What follows belongs to an exercise in optimizing a design on an open flow for small area and a short achievable clock period; a production flow would make more cautious choices.
In this exercise RTL edits were held to simulation tests only and were not proved equivalent to the original.

// enigma_part3
module enigma_part3(clk, srst_n, load, encrypt, crypt_mode, table_idx, code_in, code_out, code_valid);
Size: roughly 7600 cells after synthesis, ~20 I/O pins.
clock: 20.0 ns
lec_check: 0
cap_margin: 20
core_margin: 2
core_utilization: 40
cts_buf_list: sky130_fd_sc_hd__clkbuf_8 sky130_fd_sc_hd__clkbuf_16
cts_cluster_diameter: 100
cts_cluster_size: 20
slew_margin: 20
synth_hierarchical: 1
synth_minimum_keep_size: 0
tns_end_percent: 5
setup_slack_margin: 12
dont_use_cells: sky130_fd_sc_hd__or4_1 sky130_fd_sc_hd__or4_2 sky130_fd_sc_hd__or4_4 sky130_fd_sc_hd__or4b_1 sky130_fd_sc_hd__or4b_2 sky130_fd_sc_hd__or4b_4 sky130_fd_sc_hd__or4bb_1 sky130_fd_sc_hd__or4bb_2 sky130_fd_sc_hd__or4bb_4 sky130_fd_sc_hd__or3_1 sky130_fd_sc_hd__or3_2 sky130_fd_sc_hd__or3_4 sky130_fd_sc_hd__or3b_1 sky130_fd_sc_hd__or3b_2 sky130_fd_sc_hd__or3b_4 sky130_fd_sc_hd__clkdlybuf4s15_1 sky130_fd_sc_hd__clkdlybuf4s15_2 sky130_fd_sc_hd__clkdlybuf4s18_1 sky130_fd_sc_hd__clkdlybuf4s18_2 sky130_fd_sc_hd__clkdlybuf4s25_1 sky130_fd_sc_hd__clkdlybuf4s25_2 sky130_fd_sc_hd__clkdlybuf4s50_1 sky130_fd_sc_hd__clkdlybuf4s50_2 sky130_fd_sc_hd__dlygate4sd1_1 sky130_fd_sc_hd__dlygate4sd2_1 sky130_fd_sc_hd__dlygate4sd3_1 sky130_fd_sc_hd__dlymetal6s2s_1 sky130_fd_sc_hd__dlymetal6s4s_1 sky130_fd_sc_hd__dlymetal6s6s_1 
standard.sh (not shown) runs the stock make flow with config.mk's settings and CLKGATE_MAP_FILE= SYNTH_SCRIPT=/design/flow/synth_recipe.tcl, a recipe that flattens the netlist after the stock synthesis.
==> flow/flow/run.sh <==
#!/bin/bash
# The standard layout (the standard.sh) with extra settings from
# flow/extra.mk. make's output goes to standard.log; each ORFS step writes
# its own log under orfs/logs/.
set -euo pipefail
cat flow/extra.mk >> config.mk
bash standard.sh > standard.log 2>&1
==> flow/flow/extra.mk <==
# Settings added to the standard flow's config.mk by flow/run.sh.
# Timing repair aims for 12 ns of setup slack, so it keeps shortening the
# critical paths well past the 20 ns clock period.
export SETUP_SLACK_MARGIN = 12
# The slow OR3/OR4 cells and the delay cells are left out of mapping, port
# buffering and repair.
export DONT_USE_CELLS = sky130_fd_sc_hd__or4_1 sky130_fd_sc_hd__or4_2 sky130_fd_sc_hd__or4_4 sky130_fd_sc_hd__or4b_1 sky130_fd_sc_hd__or4b_2 sky130_fd_sc_hd__or4b_4 sky130_fd_sc_hd__or4bb_1 sky130_fd_sc_hd__or4bb_2 sky130_fd_sc_hd__or4bb_4 sky130_fd_sc_hd__or3_1 sky130_fd_sc_hd__or3_2 sky130_fd_sc_hd__or3_4 sky130_fd_sc_hd__or3b_1 sky130_fd_sc_hd__or3b_2 sky130_fd_sc_hd__or3b_4 sky130_fd_sc_hd__clkdlybuf4s15_1 sky130_fd_sc_hd__clkdlybuf4s15_2 sky130_fd_sc_hd__clkdlybuf4s18_1 sky130_fd_sc_hd__clkdlybuf4s18_2 sky130_fd_sc_hd__clkdlybuf4s25_1 sky130_fd_sc_hd__clkdlybuf4s25_2 sky130_fd_sc_hd__clkdlybuf4s50_1 sky130_fd_sc_hd__clkdlybuf4s50_2 sky130_fd_sc_hd__dlygate4sd1_1 sky130_fd_sc_hd__dlygate4sd2_1 sky130_fd_sc_hd__dlygate4sd3_1 sky130_fd_sc_hd__dlymetal6s2s_1 sky130_fd_sc_hd__dlymetal6s4s_1 sky130_fd_sc_hd__dlymetal6s6s_1 
The first run passed the timing, DRC and antenna checks.
==> next run, changes <==
--- a/flow/design.v
+++ b/flow/design.v
@@ -17,28 +17,31 @@
 generate
     for (g = 0; g < 64; g = g + 1) begin : flat
         assign Av[g*6 +: 6] = A[g];
         assign Bv[g*6 +: 6] = B[g];
         assign Pv[g*6 +: 6] = P[g];
     end
 endgenerate
-reg ldB, ldP;           
-reg enc_r, md_r;
+reg ld_r, enc_r, md_r;
+reg [1:0] ti_r;
 reg [5:0] cu;          
 reg [3:0] sel;         
 reg [7:0] ra0l, ra1l, ra2l, ra3l, ra0h, ra1h, ra2h, ra3h;
 reg [5:0] offb;        
 reg [3:0] sro;         
 reg       pcnt;        
 reg [5:0] psa;         
 reg [5:0] ppa;         
 reg       val_r;
 reg [5:0] bb_r;
 reg [5:0] bbn_r;       
+reg [5:0] off_r;
 wire [5:0] off = offb + {4'd0, sro[3] | sro[2], sro[3] | sro[1]};    
+wire ldB = ld_r & (ti_r == 2'd1);
+wire ldP = ld_r & (ti_r == 2'd2);
 wire [5:0] fb, fp, bp, bb;
 wire [3:0] bbg;        
 wire [7:0] fal, fah;   
 sel4x8 u_fal (.a(ra0l), .b(ra1l), .c(ra2l), .d(ra3l), .s(sel), .y(fal));
 sel4x8 u_fah (.a(ra0h), .b(ra1h), .c(ra2h), .d(ra3h), .s(sel), .y(fah));
 lut64d u_b (.tbl(Bv), .lo(fal), .hi(fah), .y(fb));
 lut64 u_p1 (.tbl(Pv), .idx(fb), .y(fp));
@@ -84,37 +87,37 @@
                   Av[174 +: 6], Av[150 +: 6], Av[126 +: 6], Av[102 +: 6], Av[78 +: 6],  Av[54 +: 6],  Av[30 +: 6],  Av[6 +: 6]}),
             .idx(ix1), .y(ra1_nx));
 lut16 u_a3 (.tbl({Av[360 +: 6], Av[336 +: 6], Av[312 +: 6], Av[288 +: 6], Av[264 +: 6], Av[240 +: 6], Av[216 +: 6], Av[192 +: 6],
                   Av[168 +: 6], Av[144 +: 6], Av[120 +: 6], Av[96 +: 6],  Av[72 +: 6],  Av[48 +: 6],  Av[24 +: 6],  Av[0 +: 6]}),
             .idx(ix0), .y(ra0_nx));
 always @(posedge clk) begin
     if (~srst_n) begin
-        ldB <= 1'b0;
-        ldP <= 1'b0;
+        ld_r <= 1'b0;
         enc_r <= 1'b0;
         offb <= 6'd0;
         sro <= 4'd0;
         val_r <= 1'b0;
     end else begin
-        ldB <= load & (table_idx == 2'd1);
-        ldP <= load & (table_idx == 2'd2);
+        ld_r <= load;
         enc_r <= encrypt;
         offb <= off;
         sro <= sro_nx;
         val_r <= enc_r;
     end
     md_r <= crypt_mode;
+    ti_r <= table_idx;
     cu <= code_in;    
     sel <= sel_nx;
     ra0l <= 8'd1 << ra0_nx[2:0]; ra0h <= 8'd1 << ra0_nx[5:3];
     ra1l <= 8'd1 << ra1_nx[2:0]; ra1h <= 8'd1 << ra1_nx[5:3];
     ra2l <= 8'd1 << ra2_nx[2:0]; ra2h <= 8'd1 << ra2_nx[5:3];
     ra3l <= 8'd1 << ra3_nx[2:0]; ra3h <= 8'd1 << ra3_nx[5:3];
     bb_r <= bb;
     bbn_r <= ~bb;
+    off_r <= off;
 end
 always @(posedge clk) begin
     if (srst_n & load & (table_idx == 2'd0)) begin
         for (i = 0; i < 63; i = i + 1) A[i] <= A[i+1];
         A[63] <= code_in;
     end
 end
@@ -203,15 +206,15 @@
         psa <= cu;
         ppa <= pc;
     end
 end
 wire [5:0] ba;
 wire [5:0] pa;
 cam64h u_ai (.tbl(Av), .key(bb_r), .keyn(bbn_r), .y(pa));
-assign code_out = val_r ? pa + offb : 6'd0;
+assign code_out = val_r ? pa + off_r : 6'd0;
 assign code_valid = val_r;
 endmodule
 module lut64(tbl, idx, y);
 input [383:0] tbl;
 input [5:0] idx;
 output reg [5:0] y;
 reg [7:0] lo, hi;
Setup slack gets better by 190 ps.
Critical path depth rose by 2.
Register-to-register slack gets better by 190 ps.
Clock-buffer cell count rose by 1.
Wire length fell by 0.42%.
Hold slack gets better by 14 ps.
Final cell count fell by 2.1%.
Clock skew rose by 31 ps.

==> port drivers added, routing unchanged <==
No port has a modelled driver above. Below, the same layouts with a new extraction and two added sets of constraints.
Step 1, drivers: a clkbuf_16 drives clk and a buf_2 each remaining input, both assumed.
Step 2 adds t to the input delays and takes it off the output delays; t is the mean of the earliest and latest rising clock arrival at the registers after step 1. Input paths then give back, and output paths get back, about the clock's delay inside the block.
Slacks: no drivers / after step 1 / after step 2; pairs: no drivers / after step 1.
run | t, ns | setup WS [ns] | clock arrival spread, ns
the first run | 0.857 | 10.687 / 10.687 / 10.558 | 0.061 / 0.061
the second run | 0.912 | 10.878 / 10.878 / 10.570 | 0.091 / 0.092
After both steps setup and hold are still met in every run listed. For the second run, which loses most, drivers alone change the setup slack by 0.000 ns; drivers and shift together by -0.308 ns.
